Background: an optimization exercise with open tools, aiming at small area, a short achievable clock period and few clock cycles per item. Do not read the settings as production practice.
RTL that was checked went through simulation tests only; none was proved equivalent to the original.
No activity file was given, so power comes from the tool's default toggle rates.

## job 8185
==> flow/design.v (excerpt) <==
module time_based_processor(
    input           clk,             
    input           rst_n,           
    input  [7:0]    data_in,         
    input  [2:0]    opcode,          
    input           data_valid,      
    output [15:0]   data_out,        
    output          data_ready,      
    output [3:0]    status_flags     
);
Size in the first run: roughly 540 cells after synthesis, ~32 flip-flops, ~35 I/O pins, roughly 0.0034 mm² of cells after synthesis.
Settings: LEC_CHECK=0, ABC_AREA=1, CAP_MARGIN=20, CORE_MARGIN=2, CORE_UTILIZATION=60, SETUP_SLACK_MARGIN=2.75, SLEW_MARGIN=20; clock period 5.5 ns.
standard.sh (not shown) runs the stock make flow with config.mk's settings and CLKGATE_MAP_FILE= SYNTH_SCRIPT=/design/flow/synth_recipe.tcl, a recipe that flattens the netlist after the stock synthesis.
==> flow/flow/run.sh <==
#!/bin/bash
# Standard layout with these changes: plain buf_1 cells as the port buffers,
# and half and full adders left to abc as plain gates (flow/noha.mk).
bash standard.sh "DESIGN_CONFIG=$PWD/flow/noha.mk" "BUFFER_PORTS_ARGS=-buffer_cell sky130_fd_sc_hd__buf_1"  finish > standard.log 2>&1
==> flow/flow/noha.mk <==
# The standard flow's settings, plus the half and full adders cells marked don't-use so that
# synthesis leaves half and full adders to abc as plain gates.
include $(FLOW_CONFIG)
export DONT_USE_CELLS += sky130_fd_sc_hd__ha_1 sky130_fd_sc_hd__ha_2 sky130_fd_sc_hd__ha_4 sky130_fd_sc_hd__fa_1 sky130_fd_sc_hd__fa_2 sky130_fd_sc_hd__fa_4
Testbench counts of job 8185, summed over its fixed seeds: cycles 15,476, ops 4,800.
The following lists how job 2014 was set up differently from job 8185:
Settings: a change of CORE_UTILIZATION from 60 to 40.
==> flow/flow/run.sh <==
#!/bin/bash
# Standard layout with two changes: plain buf_1 cells as the port buffers,
# and half adders left to abc as plain gates (flow/noha.mk).
bash standard.sh "DESIGN_CONFIG=$PWD/flow/noha.mk" "BUFFER_PORTS_ARGS=-buffer_cell sky130_fd_sc_hd__buf_1" finish > standard.log 2>&1
==> flow/flow/noha.mk <==
# The standard flow's settings, plus the half adders cells marked don't-use so that
# synthesis leaves half adders to abc as plain gates.
include $(FLOW_CONFIG)
export DONT_USE_CELLS += sky130_fd_sc_hd__ha_1 sky130_fd_sc_hd__ha_2 sky130_fd_sc_hd__ha_4
### Flow results
Measured against each other, job 8185 and job 2014 differ in proportion of synthesized chip area in sequential cells, the higher figure coming from job 2014.
Compared with job 8185, job 2014 shows tap cell count higher by about 46%.
There was hardly any difference in combinational power between job 8185 and job 2014.
Job 2014 ended up with reg2reg as its path type of the worst setup path; job 8185 ended up with reg2out.
Job 2014 ends up with lower met1 demand-to-capacity share in global routing than job 8185 does.
Job 2014 vs. job 8185: post-synthesis share of cell area spent on full adders, half adders and majority gates went up by 7.7 points.

Another version of the RTL of time_based_processor (not shown whole).
Size: roughly 35 I/O pins.
export LEC_CHECK = 0
export ABC_AREA = 1
export CAP_MARGIN = 20
export CORE_MARGIN = 2
export CORE_UTILIZATION = 40
export SETUP_SLACK_MARGIN = 2.75
export SLEW_MARGIN = 20
create_clock -name core_clock -period 5.5 [get_ports {clk}]
==> flow/flow/run.sh <==
#!/bin/bash
# Standard layout with these changes: plain buf_1 cells as the port buffers,
# and half and full adders left to abc as plain gates (flow/noha.mk); after global routing, gates off the critical paths are downsized (RECOVER_POWER).
bash standard.sh "DESIGN_CONFIG=$PWD/flow/noha.mk" "BUFFER_PORTS_ARGS=-buffer_cell sky130_fd_sc_hd__buf_1" RECOVER_POWER=100 finish > standard.log 2>&1
==> flow/flow/noha.mk <==
# The standard flow's settings, plus the half and full adders cells marked don't-use so that
# synthesis leaves half and full adders to abc as plain gates.
include $(FLOW_CONFIG)
export DONT_USE_CELLS += sky130_fd_sc_hd__ha_1 sky130_fd_sc_hd__ha_2 sky130_fd_sc_hd__ha_4 sky130_fd_sc_hd__fa_1 sky130_fd_sc_hd__fa_2 sky130_fd_sc_hd__fa_4
Then changed:
==> flow/flow/run.sh (replaced) <==
#!/bin/bash
# Standard layout with two changes: plain buf_1 cells as the port buffers,
# and half and full adders left to abc as plain gates (flow/noha.mk).
bash standard.sh "DESIGN_CONFIG=$PWD/flow/noha.mk" "BUFFER_PORTS_ARGS=-buffer_cell sky130_fd_sc_hd__buf_1" finish > standard.log 2>&1
--- a/flow/config.mk
+++ b/flow/config.mk
@@ -12 +12 @@
-export SETUP_SLACK_MARGIN = 2.75
+export SETUP_SLACK_MARGIN = 3
After rerunning: The new run completed without violations. Hold slack improved by 0.015 ns. Sequential power goes down slightly. Die area stays the same.
Then changed:
--- a/flow/flow/run.sh
+++ b/flow/flow/run.sh
@@ -3 +3 @@
-# and half and full adders left to abc as plain gates (flow/noha.mk).
+# and half adders left to abc as plain gates (flow/noha.mk).
==> flow/flow/noha.mk (replaced) <==
# The standard flow's settings, plus the half adders cells marked don't-use so that
# synthesis leaves half adders to abc as plain gates.
include $(FLOW_CONFIG)
export DONT_USE_CELLS += sky130_fd_sc_hd__ha_1 sky130_fd_sc_hd__ha_2 sky130_fd_sc_hd__ha_4
--- a/flow/config.mk
+++ b/flow/config.mk
@@ -12 +12 @@
-export SETUP_SLACK_MARGIN = 3
+export SETUP_SLACK_MARGIN = 2.5
Result: The new run went through all stages and came out clean; maximum frequency hardly moves; die area is lower by about 4.7%; setup slack improved by 0.0063 ns; count of clock-buffer cells in the layout is higher by 2; combinational power is lower by 14%; utilization is lower by 2.5 points; routed wire length is lower by about 8%; hold slack improved by 0.0045 ns; global-route usage is higher by 0.16 points; via count is lower by 12%.
Then changed:
--- a/flow/flow/run.sh
+++ b/flow/flow/run.sh
@@ -3 +3 @@
-# and half adders left to abc as plain gates (flow/noha.mk).
+# and half and full adders left to abc as plain gates (flow/noha.mk).
==> flow/flow/noha.mk (replaced) <==
# The standard flow's settings, plus the half and full adders cells marked don't-use so that
# synthesis leaves half and full adders to abc as plain gates.
include $(FLOW_CONFIG)
export DONT_USE_CELLS += sky130_fd_sc_hd__ha_1 sky130_fd_sc_hd__ha_2 sky130_fd_sc_hd__ha_4 sky130_fd_sc_hd__fa_1 sky130_fd_sc_hd__fa_2 sky130_fd_sc_hd__fa_4
--- a/flow/config.mk
+++ b/flow/config.mk
@@ -12 +12 @@
-export SETUP_SLACK_MARGIN = 2.5
+export SETUP_SLACK_MARGIN = 2.75
Fmax came out lower by a few percent.
Total power came out higher by roughly a tenth.
Sequential share of layout area came out lower by 1.8 points.
Non-clock buffer count came out higher by 4.
Flip-flop and latch count is unchanged.
Critical path depth came out lower by 6.
Die area came out higher by a few percent.
No run of this note included a check of the RTL's function; only the layout flow was run.

==> afterwards: timing with drivers on the ports <==
The results above use ideal ports. As a check the final layouts listed here were re-extracted and re-timed, cells and wires unchanged.
Step 1 sets driving cells, clkbuf_16 on the clock port and buf_2 on the other inputs (assumed; they add their load-dependent delay and slew).
Step 2 adds t to the input delays and takes it off the output delays; t is the mean of the earliest and latest rising clock arrival at the registers after step 1. Input paths then give back, and output paths get back, about the clock's delay inside the block.
Three values: no drivers, after step 1, after step 2; two values: the first two.
| run | t, ns | setup slack, ns | clock arrival spread, ns |
|---|---|---|---|
| job 8185 | 0.308 | 2.907 / 2.878 / 2.619 | 0.009 / 0.008 |
| job 2014 | 0.315 | 2.803 / 2.803 / 2.546 | 0.009 / 0.009 |
| the first run of note 2 | 0.318 | 2.281 / 2.252 / 2.332 | 0.016 / 0.016 |
| the second run of note 2 | 0.309 | 2.608 / 2.576 / 2.774 | 0.010 / 0.010 |
| the third run of note 2 | 0.314 | 2.614 / 2.614 / 2.340 | 0.008 / 0.008 |
| the fourth run of note 2 | 0.318 | 2.534 / 2.504 / 2.588 | 0.015 / 0.016 |
After both steps every run listed still meets setup and hold. For job 8185, which loses most, drivers alone change the setup slack by -0.029 ns; drivers and shift together by -0.288 ns.
